Source: an optimization exercise on an open RTL-to-GDS flow (aim: small area, a short achievable clock period and few clock cycles per item). Production flows keep margins and buffers that such runs may drop. RTL that was checked went through simulation tests only; none was proved equivalent to the original. Function not checked in run 2: the RTL went through the layout flow alone.

==> flow/design.v, too long to show whole: its modules and the start of the top module <==
// module Convolution_without_pipeline: 1429 lines
// module fa3: 4 lines
// module xnor2m: 3 lines
// module xor2m: 3 lines
// module or2m: 3 lines
// module nor2m: 3 lines
// module nand2m: 3 lines
// module invm: 3 lines
// module a21oim: 3 lines
// module o21aim: 3 lines
module Convolution_without_pipeline(
    clk, rst_n, in_valid,
    In_IFM_1, In_IFM_2, In_IFM_3, In_IFM_4, In_IFM_5, In_IFM_6, In_IFM_7, In_IFM_8, In_IFM_9,
    In_Weight_1, In_Weight_2, In_Weight_3, In_Weight_4, In_Weight_5, In_Weight_6, In_Weight_7, In_Weight_8, In_Weight_9,
    out_valid, Out_OFM
    );
  // ...
==> flow/flow/run.sh <==
#!/bin/bash
# Own flow: the standard flow (standard.sh) with its synthesis unchanged.
# The layout steps only differ in two ways:
#  * the delay cells (clkdlybuf4s*, dlygate*, dlymetal*) are not used, so the
#    port buffers and the resizer use ordinary buffers instead;
#  * buffer_ports uses buf_1 for the port buffers (the resizer upsizes those that need it).
set -euo pipefail
bash standard.sh synth > synth.log 2>&1
PLATFORM_DONT_USE="sky130_fd_sc_hd__probe_p_8 sky130_fd_sc_hd__probec_p_8 sky130_fd_sc_hd__lpflow_bleeder_1 sky130_fd_sc_hd__lpflow_clkbufkapwr_1 sky130_fd_sc_hd__lpflow_clkbufkapwr_16 sky130_fd_sc_hd__lpflow_clkbufkapwr_2 sky130_fd_sc_hd__lpflow_clkbufkapwr_4 sky130_fd_sc_hd__lpflow_clkbufkapwr_8 sky130_fd_sc_hd__lpflow_clkinvkapwr_1 sky130_fd_sc_hd__lpflow_clkinvkapwr_16 sky130_fd_sc_hd__lpflow_clkinvkapwr_2 sky130_fd_sc_hd__lpflow_clkinvkapwr_4 sky130_fd_sc_hd__lpflow_clkinvkapwr_8 sky130_fd_sc_hd__lpflow_decapkapwr_12 sky130_fd_sc_hd__lpflow_decapkapwr_3 sky130_fd_sc_hd__lpflow_decapkapwr_4 sky130_fd_sc_hd__lpflow_decapkapwr_6 sky130_fd_sc_hd__lpflow_decapkapwr_8 sky130_fd_sc_hd__lpflow_inputiso0n_1 sky130_fd_sc_hd__lpflow_inputiso0p_1 sky130_fd_sc_hd__lpflow_inputiso1n_1 sky130_fd_sc_hd__lpflow_inputiso1p_1 sky130_fd_sc_hd__lpflow_inputisolatch_1 sky130_fd_sc_hd__lpflow_isobufsrc_1 sky130_fd_sc_hd__lpflow_isobufsrc_16 sky130_fd_sc_hd__lpflow_isobufsrc_2 sky130_fd_sc_hd__lpflow_isobufsrc_4 sky130_fd_sc_hd__lpflow_isobufsrc_8 sky130_fd_sc_hd__lpflow_isobufsrckapwr_16 sky130_fd_sc_hd__lpflow_lsbuf_lh_hl_isowell_tap_1 sky130_fd_sc_hd__lpflow_lsbuf_lh_hl_isowell_tap_2 sky130_fd_sc_hd__lpflow_lsbuf_lh_hl_isowell_tap_4 sky130_fd_sc_hd__lpflow_lsbuf_lh_isowell_4 sky130_fd_sc_hd__lpflow_lsbuf_lh_isowell_tap_1 sky130_fd_sc_hd__lpflow_lsbuf_lh_isowell_tap_2 sky130_fd_sc_hd__lpflow_lsbuf_lh_isowell_tap_4"
DELAY_CELLS="sky130_fd_sc_hd__clkdlybuf4s15_1 sky130_fd_sc_hd__clkdlybuf4s15_2 sky130_fd_sc_hd__clkdlybuf4s18_1 sky130_fd_sc_hd__clkdlybuf4s18_2 sky130_fd_sc_hd__clkdlybuf4s25_1 sky130_fd_sc_hd__clkdlybuf4s25_2 sky130_fd_sc_hd__clkdlybuf4s50_1 sky130_fd_sc_hd__clkdlybuf4s50_2 sky130_fd_sc_hd__dlygate4sd1_1 sky130_fd_sc_hd__dlygate4sd2_1 sky130_fd_sc_hd__dlygate4sd3_1 sky130_fd_sc_hd__dlymetal6s2s_1 sky130_fd_sc_hd__dlymetal6s4s_1 sky130_fd_sc_hd__dlymetal6s6s_1"
bash standard.sh "DONT_USE_CELLS=$PLATFORM_DONT_USE $DELAY_CELLS" \
  "BUFFER_PORTS_ARGS=-buffer_cell sky130_fd_sc_hd__buf_1" finish > layout.log 2>&1
==> flow/standard.sh <==
#!/bin/bash
# synth_recipe.tcl (not shown) runs the flow's synth.tcl, then flattens the netlist and writes it again
# the make line also repeats each setting of config.mk as NAME=value (left out here)
make -C /OpenROAD-flow-scripts/flow DESIGN_CONFIG=/design/flow/config.mk WORK_HOME=/design/flow/orfs CLKGATE_MAP_FILE= SYNTH_SCRIPT=/design/flow/synth_recipe.tcl "${@:-finish}"
==> flow/config.mk <==
export PLATFORM = sky130hd
export DESIGN_NAME = Convolution_without_pipeline
export DESIGN_NICKNAME = Convolution_without_pipeline
export VERILOG_FILES = /design/flow/design.v
export SDC_FILE = /design/flow/constraint.sdc
export NUM_CORES = 4
export LEC_CHECK = 0
export CAP_MARGIN = 20
export CORE_MARGIN = 2
export CORE_UTILIZATION = 40
export SETUP_SLACK_MARGIN = 4.4
export SLEW_MARGIN = 20
export SYNTH_HIERARCHICAL = 1
export SYNTH_MINIMUM_KEEP_SIZE = 0
==> flow/constraint.sdc <==
create_clock -name core_clock -period 10.0 [get_ports {clk}]
set_input_delay 2.0000 -clock core_clock [delete_from_list [all_inputs] [get_ports {clk}]]
set_output_delay 2.0000 -clock core_clock [all_outputs]
set_load 0.01 [all_outputs]
==> flow_summary.json, run 1 <==
{
  "status": "no timing/DRC/antenna violations",
  "fin_area_sq_um": 17000,
  "instances_no_fill": 2011,
  "synthCells": 1460,
  "layout_setup_ws_ns": 4.49,
  "slowest_stage": "fa_1",
  "core_sq_um": 40900,
  "hold_viol": 0,
  "crit_buf_inv": 1,
  "grt_max_degree": 20,
  "top_layer_used": "met5",
  "num-clock-buffers": 5,
  "cts.sinks": 54,
  "critPathLaunch": "In_Weight_2[2]",
  "post_cts_resize_count": 168,
  "yosys.area_share.simple_pct": 14.0,
  "largest_cell_class": "multi-input combinational cells",
  "initial_core_util_pct": 40.7,
  "max_cap_violations": 0,
  "grt_setup_unrepaired": "yes",
  "grt-busiest-layer": "met2",
  "synth-adder-area-share_pct": 66.0,
  "async_reset_ff_share_pct": 1.85,
  "critPathTopFamily": "adder cells",
  "synth_top_family_by_area": "adder cells",
  "syn_area_per_cell_sq_um": 11.4
}
Testbench counts, summed over its fixed seeds: cycles 3,208, items 3,200.
==> run 2: changes to the inputs <==
--- a/flow/design.v
+++ b/flow/design.v
@@ -1208,47 +1208,46 @@
 fa3 u_fa458 (.a(s455), .b(c414), .c(s456), .s(s459), .co(c459));
 fa3 u_fa491 (.a(c454), .b(c455), .c(s489), .s(s492), .co(c492));
 fa3 u_fa517 (.a(s515), .b(c489), .c(c490), .s(s518), .co(c518));
 fa3 u_fa534 (.a(c515), .b(c516), .c(s533), .s(s535), .co(c535));
 fa3 u_fa518 (.a(s516), .b(c491), .c(s517), .s(s519), .co(c519));
 fa3 u_fa542 (.a(s541), .b(c533), .c(s542), .s(s543), .co(c543));
 fa3 u_fa492 (.a(c456), .b(s490), .c(c457), .s(s493), .co(c493));
 fa3 u_fa309 (.a(c246), .b(s306), .c(c247), .s(s310), .co(c310));
-fa3 u_fa188 (.a(c135), .b(s187), .c(c136), .s(s189), .co(c189));
 fa3 u_fa249 (.a(c187), .b(s247), .c(s248), .s(s250), .co(c250));
 fa3 u_fa310 (.a(s307), .b(s308), .c(c248), .s(s311), .co(c311));
 fa3 u_fa367 (.a(s364), .b(c309), .c(s365), .s(s368), .co(c368));
 fa3 u_fa417 (.a(c365), .b(s415), .c(c366), .s(s418), .co(c418));
 fa3 u_fa459 (.a(c415), .b(s457), .c(c416), .s(s460), .co(c460));
 fa3 u_fa493 (.a(s491), .b(c458), .c(s492), .s(s494), .co(c494));
 fa3 u_fa535 (.a(c517), .b(s534), .c(c518), .s(s536), .co(c536));
 fa3 u_fa543 (.a(c534), .b(c535), .c(s543), .s(s544), .co(c544));
 fa3 u_fa546 (.a(c542), .b(s546), .c(c543), .s(s547), .co(c547));
-fa3 u_fa519 (.a(c492), .b(s518), .c(c493), .s(s520), .co(c520));
-reg r_s4, r_s13, r_s14, r_s32, r_c32, r_s58, r_s93, r_c93, r_s135, r_s136, r_s188, r_c188;
-reg r_s189, r_c189, r_s249, r_c249, r_s250, r_c250, r_s309, r_s310, r_c310, r_s311, r_c311, r_s366;
-reg r_s367, r_c367, r_s368, r_c368, r_s416, r_s417, r_c417, r_s418, r_c418, r_s458, r_s459, r_c459;
-reg r_s460, r_c460, r_s493, r_s494, r_c494, r_s519, r_c519, r_s520, r_c520, r_s535, r_s536, r_c536;
-reg r_s544, r_c544, r_c546, r_s547, r_c547;
+reg r_s4, r_s13, r_s14, r_s32, r_c32, r_s58, r_s93, r_c93, r_s135, r_c135, r_s136, r_c136;
+reg r_s187, r_s188, r_c188, r_s249, r_c249, r_s250, r_c250, r_s309, r_s310, r_c310, r_s311, r_c311;
+reg r_s366, r_s367, r_c367, r_s368, r_c368, r_s416, r_s417, r_c417, r_s418, r_c418, r_s458, r_s459;
+reg r_c459, r_s460, r_c460, r_c492, r_s493, r_c493, r_s494, r_c494, r_s518, r_s519, r_c519, r_s535;
+reg r_s536, r_c536, r_s544, r_c544, r_c546, r_s547, r_c547;
 always @(posedge clk) begin
     r_s4 <= s4;
     r_s13 <= s13;
     r_s14 <= s14;
     r_s32 <= s32;
     r_c32 <= c32;
     r_s58 <= s58;
     r_s93 <= s93;
     r_c93 <= c93;
     r_s135 <= s135;
+    r_c135 <= c135;
     r_s136 <= s136;
+    r_c136 <= c136;
+    r_s187 <= s187;
     r_s188 <= s188;
     r_c188 <= c188;
-    r_s189 <= s189;
-    r_c189 <= c189;
     r_s249 <= s249;
     r_c249 <= c249;
     r_s250 <= s250;
     r_c250 <= c250;
     r_s309 <= s309;
     r_s310 <= s310;
     r_c310 <= c310;
     r_s311 <= s311;
@@ -1263,23 +1262,24 @@
     r_c417 <= c417;
     r_s418 <= s418;
     r_c418 <= c418;
     r_s458 <= s458;
     r_s459 <= s459;
     r_c459 <= c459;
     r_s460 <= s460;
     r_c460 <= c460;
+    r_c492 <= c492;
     r_s493 <= s493;
+    r_c493 <= c493;
     r_s494 <= s494;
     r_c494 <= c494;
+    r_s518 <= s518;
     r_s519 <= s519;
     r_c519 <= c519;
-    r_s520 <= s520;
-    r_c520 <= c520;
     r_s535 <= s535;
     r_s536 <= s536;
     r_c536 <= c536;
     r_s544 <= s544;
     r_c544 <= c544;
     r_c546 <= c546;
     r_s547 <= s547;
     r_c547 <= c547;
@@ -1292,41 +1292,43 @@
 xnor2m u_xn566 (.a(r_s32), .b(n551_0), .y(n567_0));
 invm u_in567 (.a(r_s32), .y(n568_0));
 invm u_in570 (.a(r_s32), .y(n571_0));
 xor2m u_xo551 (.a(r_c32), .b(r_s58), .y(n552_0));
 nor2m u_no552 (.a(r_c32), .b(r_s58), .y(n553_0));
 nand2m u_na568 (.a(n568_0), .b(n551_0), .y(n569_0));
 nand2m u_na571 (.a(n552_0), .b(n571_0), .y(n572_0));
 fa3 u_fa136 (.a(r_s135), .b(r_c93), .c(r_s136), .s(s137), .co(c137));
+fa3 u_fa188 (.a(r_c135), .b(r_s187), .c(r_c136), .s(s189), .co(c189));
 fa3 u_fa418 (.a(r_c367), .b(r_s416), .c(r_s417), .s(s419), .co(c419));
 fa3 u_fa460 (.a(r_s458), .b(r_c417), .c(r_s459), .s(s461), .co(c461));
+fa3 u_fa519 (.a(r_c492), .b(r_s518), .c(r_c493), .s(s520), .co(c520));
 xnor2m u_xn569 (.a(n552_0), .b(n569_0), .y(n570_0));
 fa3 u_fa311 (.a(r_s309), .b(r_c249), .c(r_s310), .s(s312), .co(c312));
 fa3 u_fa368 (.a(r_c310), .b(r_s366), .c(r_s367), .s(s369), .co(c369));
 invm u_in572 (.a(n572_0), .y(n573_0));
 invm u_in579 (.a(n572_0), .y(n580_0));
 nor2m u_no577 (.a(s137), .b(r_s93), .y(n578_0));
-fa3 u_fa189 (.a(r_s188), .b(r_s189), .c(c137), .s(s190), .co(c190));
-fa3 u_fa250 (.a(r_c188), .b(r_s249), .c(r_c189), .s(s251), .co(c251));
+fa3 u_fa189 (.a(r_s188), .b(s189), .c(c137), .s(s190), .co(c190));
+fa3 u_fa250 (.a(r_c188), .b(r_s249), .c(c189), .s(s251), .co(c251));
 fa3 u_fa494 (.a(r_c459), .b(r_s493), .c(r_c460), .s(s495), .co(c495));
 fa3 u_fa461 (.a(r_c418), .b(r_s460), .c(c419), .s(s462), .co(c462));
 fa3 u_fa536 (.a(r_s535), .b(r_c519), .c(r_s536), .s(s537), .co(c537));
-fa3 u_fa520 (.a(r_s519), .b(r_c494), .c(r_s520), .s(s521), .co(c521));
+fa3 u_fa520 (.a(r_s519), .b(r_c494), .c(s520), .s(s521), .co(c521));
 fa3 u_fa312 (.a(r_c250), .b(r_s311), .c(s312), .s(s313), .co(c313));
 fa3 u_fa369 (.a(r_c311), .b(r_s368), .c(c312), .s(s370), .co(c370));
 fa3 u_fa419 (.a(r_c368), .b(r_s418), .c(c369), .s(s420), .co(c420));
 a21oim u_a2573 (.a(n553_0), .b(n573_0), .c(n551_0), .y(n574_0));
 nand2m u_na578 (.a(n578_0), .b(n553_0), .y(n579_0));
 nand2m u_na580 (.a(n578_0), .b(n580_0), .y(n581_0));
 invm u_in584 (.a(s190), .y(n585_0));
 fa3 u_fa251 (.a(r_s250), .b(s251), .c(c190), .s(s252), .co(c252));
 fa3 u_fa495 (.a(r_s494), .b(c461), .c(s495), .s(s496), .co(c496));
 fa3 u_fa544 (.a(r_c536), .b(r_s544), .c(c537), .s(s545), .co(c545));
-fa3 u_fa537 (.a(r_c520), .b(s537), .c(c521), .s(s538), .co(c538));
+fa3 u_fa537 (.a(c520), .b(s537), .c(c521), .s(s538), .co(c538));
 fa3 u_fa370 (.a(s369), .b(c313), .c(s370), .s(s371), .co(c371));
 fa3 u_fa420 (.a(s419), .b(c370), .c(s420), .s(s421), .co(c421));
 fa3 u_fa462 (.a(s461), .b(c420), .c(s462), .s(s463), .co(c463));
 xor2m u_xo574 (.a(r_s93), .b(n574_0), .y(n575_0));
 nor2m u_no575 (.a(r_s93), .b(n574_0), .y(n576_0));
 o21aim u_o2582 (.a(n579_0), .b(n581_0), .c(n582_0), .y(n583_0));
 nor2m u_no587 (.a(s252), .b(s190), .y(n588_0));
 fa3 u_fa313 (.a(c251), .b(s313), .c(c252), .s(s314), .co(c314));
==> flow/flow/run.sh (replaced) <==
#!/bin/bash
# Own flow: the standard flow (standard.sh) with its synthesis unchanged.
# The layout steps only differ in two ways:
#  * the delay cells (clkdlybuf4s*, dlygate*, dlymetal*) are not used, so the
#    port buffers and the resizer use ordinary buffers instead;
#  * buffer_ports uses buf_2 for the port buffers.
set -euo pipefail
bash standard.sh synth > synth.log 2>&1
PLATFORM_DONT_USE="sky130_fd_sc_hd__probe_p_8 sky130_fd_sc_hd__probec_p_8 sky130_fd_sc_hd__lpflow_bleeder_1 sky130_fd_sc_hd__lpflow_clkbufkapwr_1 sky130_fd_sc_hd__lpflow_clkbufkapwr_16 sky130_fd_sc_hd__lpflow_clkbufkapwr_2 sky130_fd_sc_hd__lpflow_clkbufkapwr_4 sky130_fd_sc_hd__lpflow_clkbufkapwr_8 sky130_fd_sc_hd__lpflow_clkinvkapwr_1 sky130_fd_sc_hd__lpflow_clkinvkapwr_16 sky130_fd_sc_hd__lpflow_clkinvkapwr_2 sky130_fd_sc_hd__lpflow_clkinvkapwr_4 sky130_fd_sc_hd__lpflow_clkinvkapwr_8 sky130_fd_sc_hd__lpflow_decapkapwr_12 sky130_fd_sc_hd__lpflow_decapkapwr_3 sky130_fd_sc_hd__lpflow_decapkapwr_4 sky130_fd_sc_hd__lpflow_decapkapwr_6 sky130_fd_sc_hd__lpflow_decapkapwr_8 sky130_fd_sc_hd__lpflow_inputiso0n_1 sky130_fd_sc_hd__lpflow_inputiso0p_1 sky130_fd_sc_hd__lpflow_inputiso1n_1 sky130_fd_sc_hd__lpflow_inputiso1p_1 sky130_fd_sc_hd__lpflow_inputisolatch_1 sky130_fd_sc_hd__lpflow_isobufsrc_1 sky130_fd_sc_hd__lpflow_isobufsrc_16 sky130_fd_sc_hd__lpflow_isobufsrc_2 sky130_fd_sc_hd__lpflow_isobufsrc_4 sky130_fd_sc_hd__lpflow_isobufsrc_8 sky130_fd_sc_hd__lpflow_isobufsrckapwr_16 sky130_fd_sc_hd__lpflow_lsbuf_lh_hl_isowell_tap_1 sky130_fd_sc_hd__lpflow_lsbuf_lh_hl_isowell_tap_2 sky130_fd_sc_hd__lpflow_lsbuf_lh_hl_isowell_tap_4 sky130_fd_sc_hd__lpflow_lsbuf_lh_isowell_4 sky130_fd_sc_hd__lpflow_lsbuf_lh_isowell_tap_1 sky130_fd_sc_hd__lpflow_lsbuf_lh_isowell_tap_2 sky130_fd_sc_hd__lpflow_lsbuf_lh_isowell_tap_4"
DELAY_CELLS="sky130_fd_sc_hd__clkdlybuf4s15_1 sky130_fd_sc_hd__clkdlybuf4s15_2 sky130_fd_sc_hd__clkdlybuf4s18_1 sky130_fd_sc_hd__clkdlybuf4s18_2 sky130_fd_sc_hd__clkdlybuf4s25_1 sky130_fd_sc_hd__clkdlybuf4s25_2 sky130_fd_sc_hd__clkdlybuf4s50_1 sky130_fd_sc_hd__clkdlybuf4s50_2 sky130_fd_sc_hd__dlygate4sd1_1 sky130_fd_sc_hd__dlygate4sd2_1 sky130_fd_sc_hd__dlygate4sd3_1 sky130_fd_sc_hd__dlymetal6s2s_1 sky130_fd_sc_hd__dlymetal6s4s_1 sky130_fd_sc_hd__dlymetal6s6s_1"
bash standard.sh "DONT_USE_CELLS=$PLATFORM_DONT_USE $DELAY_CELLS" \
  "BUFFER_PORTS_ARGS=-buffer_cell sky130_fd_sc_hd__buf_2" finish > layout.log 2>&1
==> flow/config.mk (replaced) <==
export PLATFORM = sky130hd
export DESIGN_NAME = Convolution_without_pipeline
export DESIGN_NICKNAME = Convolution_without_pipeline
export VERILOG_FILES = /design/flow/design.v
export SDC_FILE = /design/flow/constraint.sdc
export NUM_CORES = 4
export LEC_CHECK = 0
export CAP_MARGIN = 20
export CORE_MARGIN = 2
export CORE_UTILIZATION = 40
export SETUP_SLACK_MARGIN = 4.5
export SLEW_MARGIN = 20
export SYNTH_HIERARCHICAL = 1
export SYNTH_MINIMUM_KEEP_SIZE = 0
==> flow_summary.json, run 2 <==
{
  "syn_to_final_growth_pct": 2.87,
  "fin_tns_setup_ns": 0,
  "grtUsageMet1_pct": 35.0,
  "synth.most_common_cell": "nand2_1",
  "synth_top_family_by_area": "adder cells",
  "netlist_top_cells_count": "nand2_1 (590), fa_1 (549), buf_6 (144)",
  "cp.required_ns": 8.00,
  "drt_pass1_iterations": 6,
  "core_sq_um": 41000,
  "finalCritPeriodShare_pct": 55.6,
  "met2_usage_pct": 40.0,
  "worst_setup_path_start_kind": "flip-flop",
  "vias": 10800,
  "synth-edff-count": 0,
  "synthMuxAreaShare_pct": 0,
  "slowest_stage": "fa_2",
  "yosys.area_share.simple_pct": 13.9,
  "grt.total_usage_pct": 24.7,
  "slew_viol_final": 0,
  "synth_area_sq_um": 16700,
  "syn_nets": 2158,
  "hold_viol": 0,
  "synthCells": 1462,
  "die_w_microns": 208,
  "cts.sinks": 56,
  "cpPeakStageDelay_ns": 0.66,
  "grt_pass1_vias": 11900,
  "yosys-top-cells-area": "fa_1 (66%), nand2_1 (13%), buf_6 (9.7%)",
  "tightest_slew_ns": 0.590,
  "wl_per_cell_microns": 25.3,
  "wl_mm": 51.1,
  "crit_path_frequent_cell": "o21ai_2",
  "yosysUniqueCellTypes": 14,
  "rows": 74,
  "final_common_cell": "nand2_1",
  "yosys_warnings": 7,
  "cp_cell_sequence": "fa_1, fa_2, fa_2, xor2_4, nand2_4, buf_1, o21ai_2, inv_1, o21ai_2, a21oi_2, o21ai_2, xnor2_1, buf_2",
  "syn_area_per_cell_sq_um": 11.4,
  "synthXorXnorAreaFrac_pct": 1.31,
  "cts_htree_levels": 2,
  "final_cell_mix": "nand2_1 (581), fa_1 (501), clkbuf_4 (93), buf_2 (69), dfxtp_1 (52)",
  "grt_util_met3_pct": 4.17,
  "fin_util_pct": 41.9,
  "synth_flop_cell": "dfxtp_1",
  "status": "no timing/DRC/antenna violations",
  "clk_pin_slew_ns": 0.09,
  "initial_core_util_pct": 40.7,
  "grt_setup_unrepaired": "yes",
  "place.gp.congestion": 0.952,
  "crit_type": "flip-flop to primary output",
  "relSlewSlack_pct": 60.5,
  "drc_errors": 0,
  "hpwl_mm": 47.2,
  "drt_iter0_markers": 1144,
  "grt-busiest-layer": "met2",
  "endpoint_kind": "primary output",
  "io_buffers": 167,
  "antenna_cells": 0,
  "final_nets": 2181,
  "cts_root_buf": "clkbuf_16",
  "cts_tree": "yes",
  "fin_area_sq_um": 17200,
  "grt_pass1_wl_mm": 77.2,
  "die_y_microns": 208,
  "synth_seq_cells": 56,
  "antenna_found_initial": 0,
  "async_reset_ff_share_pct": 1.79,
  "crit_fanout": 3,
  "vias_per_cell": 5.35,
  "dieArea_sq_um": 43400,
  "worstHoldPathType": "input pin to asynchronous set/reset pin",
  "finalCriticalPeriod_ns": 5.56,
  "grt_max_degree": 20,
  "setup_viol": 0,
  "yosysTopAreaCellShare_pct": 65.8,
  "ant_nets": 0,
  "synth-compound-area-share_pct": 0.772,
  "synth_top_area_cell": "fa_1",
  "synth-adder-area-share_pct": 65.8,
  "overflow": 0,
  "cp.arrival_ns": 3.56,
  "place_area_sq_um": 16400,
  "holdBufCountCts": 0,
  "tritoncts.num_buffers": 5,
  "cts_buffer_depth": 2,
  "max_cap_violations": 0,
  "ios": 169,
  "ys_seq_area_share_pct": 6.74,
  "drive_gt1_share_pct": 18.6,
  "fmax_mhz": 180
}
[run 2: changes by cell type in the layout (fill, tap and decap cells not counted), moves of 13 or more]
cell,previous run,this run
buf_1,26,9
buf_2,82,69
clkbuf_4,58,93
fa_1,529,501
fa_2,20,48
[run 2: kinds of logic after synthesis]
logic type / Yosys count
AOI/OAI and AO/OA: 19
xor gates and xnor gates: 25
adders and majority gates: 549
buffers and inverters: 197
DFF: 56
other: 1
and+or+nand+nor: 615
[run 2: how the worst max path moves through the flow]
stage                 from     endpoint  slack [ns]  cells after the start
3_3_place_gp   In_IFM_3[2]       r_s460        4.13                      9
3_5_place_dp   In_IFM_3[2]       r_s460        4.13                      9
2_1_floorplan  In_IFM_4[7]       r_s494        4.52                      9
5_1_grt             r_c492  Out_OFM[18]        4.30                     13
4_1_cts             r_c310  Out_OFM[15]        4.41                     11
6_report            r_c492  Out_OFM[18]        4.44                     13
[run 2: per-module statistics from Yosys, one instance, submodules excluded, excerpt]
module,cells inside,times used
Convolution_without_pipeline,798,1
xor2m,1,12
fa3,1,549
nand2m,1,22
a21oim,1,9
nor2m,1,17
[run 2: layer usage]
layer / share of wire [%] / wire [microns] / up-vias
li1: - / - / 4257
met1: 39 / 19700 / 5790
met2: 49 / 24900 / 706
met3: 10 / 5260 / 51
met4: 2.4 / 1220 / 0
met5: 0 / 0 / -
[run 2: area by class of cell]
cell class | instances | area [sq um]
fillers | 3937 | 23800
multi-input cells | 1209 | 14000
repair buffers | 181 | 1150
flip-flops and latches | 56 | 1130
well taps | 532 | 666
clock buffers | 5 | 125
inverters | 32 | 120
clock inverters | 3 | 27.5
[run 2: stage by stage]
step	setup WS (ns)	cells	hold WS, ns
6_report	4.44	2018	1.43
4_1_cts	4.41	2011	1.43
2_1_floorplan	4.52	1462	1.70
3_5_place_dp	4.13	1996	1.78
5_1_grt	4.30	2018	1.43
3_3_place_gp	4.13	1996	1.77
[run 2: worst max-delay path, delay by kind of cell, from the launching register on]
kind | cells | cell delay (ns)
buf+inv | 3 | 0.34
fa+ha+maj | 3 | 1.68
flops | 1 | 0.33
xor+xnor | 2 | 0.35
compound gates | 4 | 0.43
simple gates | 1 | 0.10
[run 2: timing repair]
item                                    CTS  global route
pin swaps                                 9            26
endpoints found under the setup margin   11            19
setup buffers                             7             7
resized for setup                        34           160
cloned                                    0             0

[re-timing with driven ports]
The flow's constraints put no driver on any port. The routed layouts listed below were extracted and timed again, unchanged, in two steps. Step 1 sets driving cells, clkbuf_16 on the clock port and buf_2 on the other inputs (assumed; they add their load-dependent delay and slew). Step 2 times the ports against the registers' clock, not the clock port: input delays grow and output delays shrink by t, the midpoint of the rising clock arrivals with the driver on. Slacks: ideal ports / drivers / drivers and shift; pairs: ideal ports / drivers.
run | t, ns | setup slack, ns | worst setup path at the end | slew at the worst register clock pin (ns) | cell pins on the clock port's net
run 1 | 0.347 | 4.486 / 4.452 / 4.137 | input to register | 0.08 / 0.08 | 1
run 2 | 0.363 | 4.440 / 4.392 / 4.194 | input to register | 0.09 / 0.09 | 1
After both steps every run listed still meets setup and hold. For run 1, which loses most, drivers alone change the setup slack by -0.034 ns; drivers and shift together by -0.349 ns.
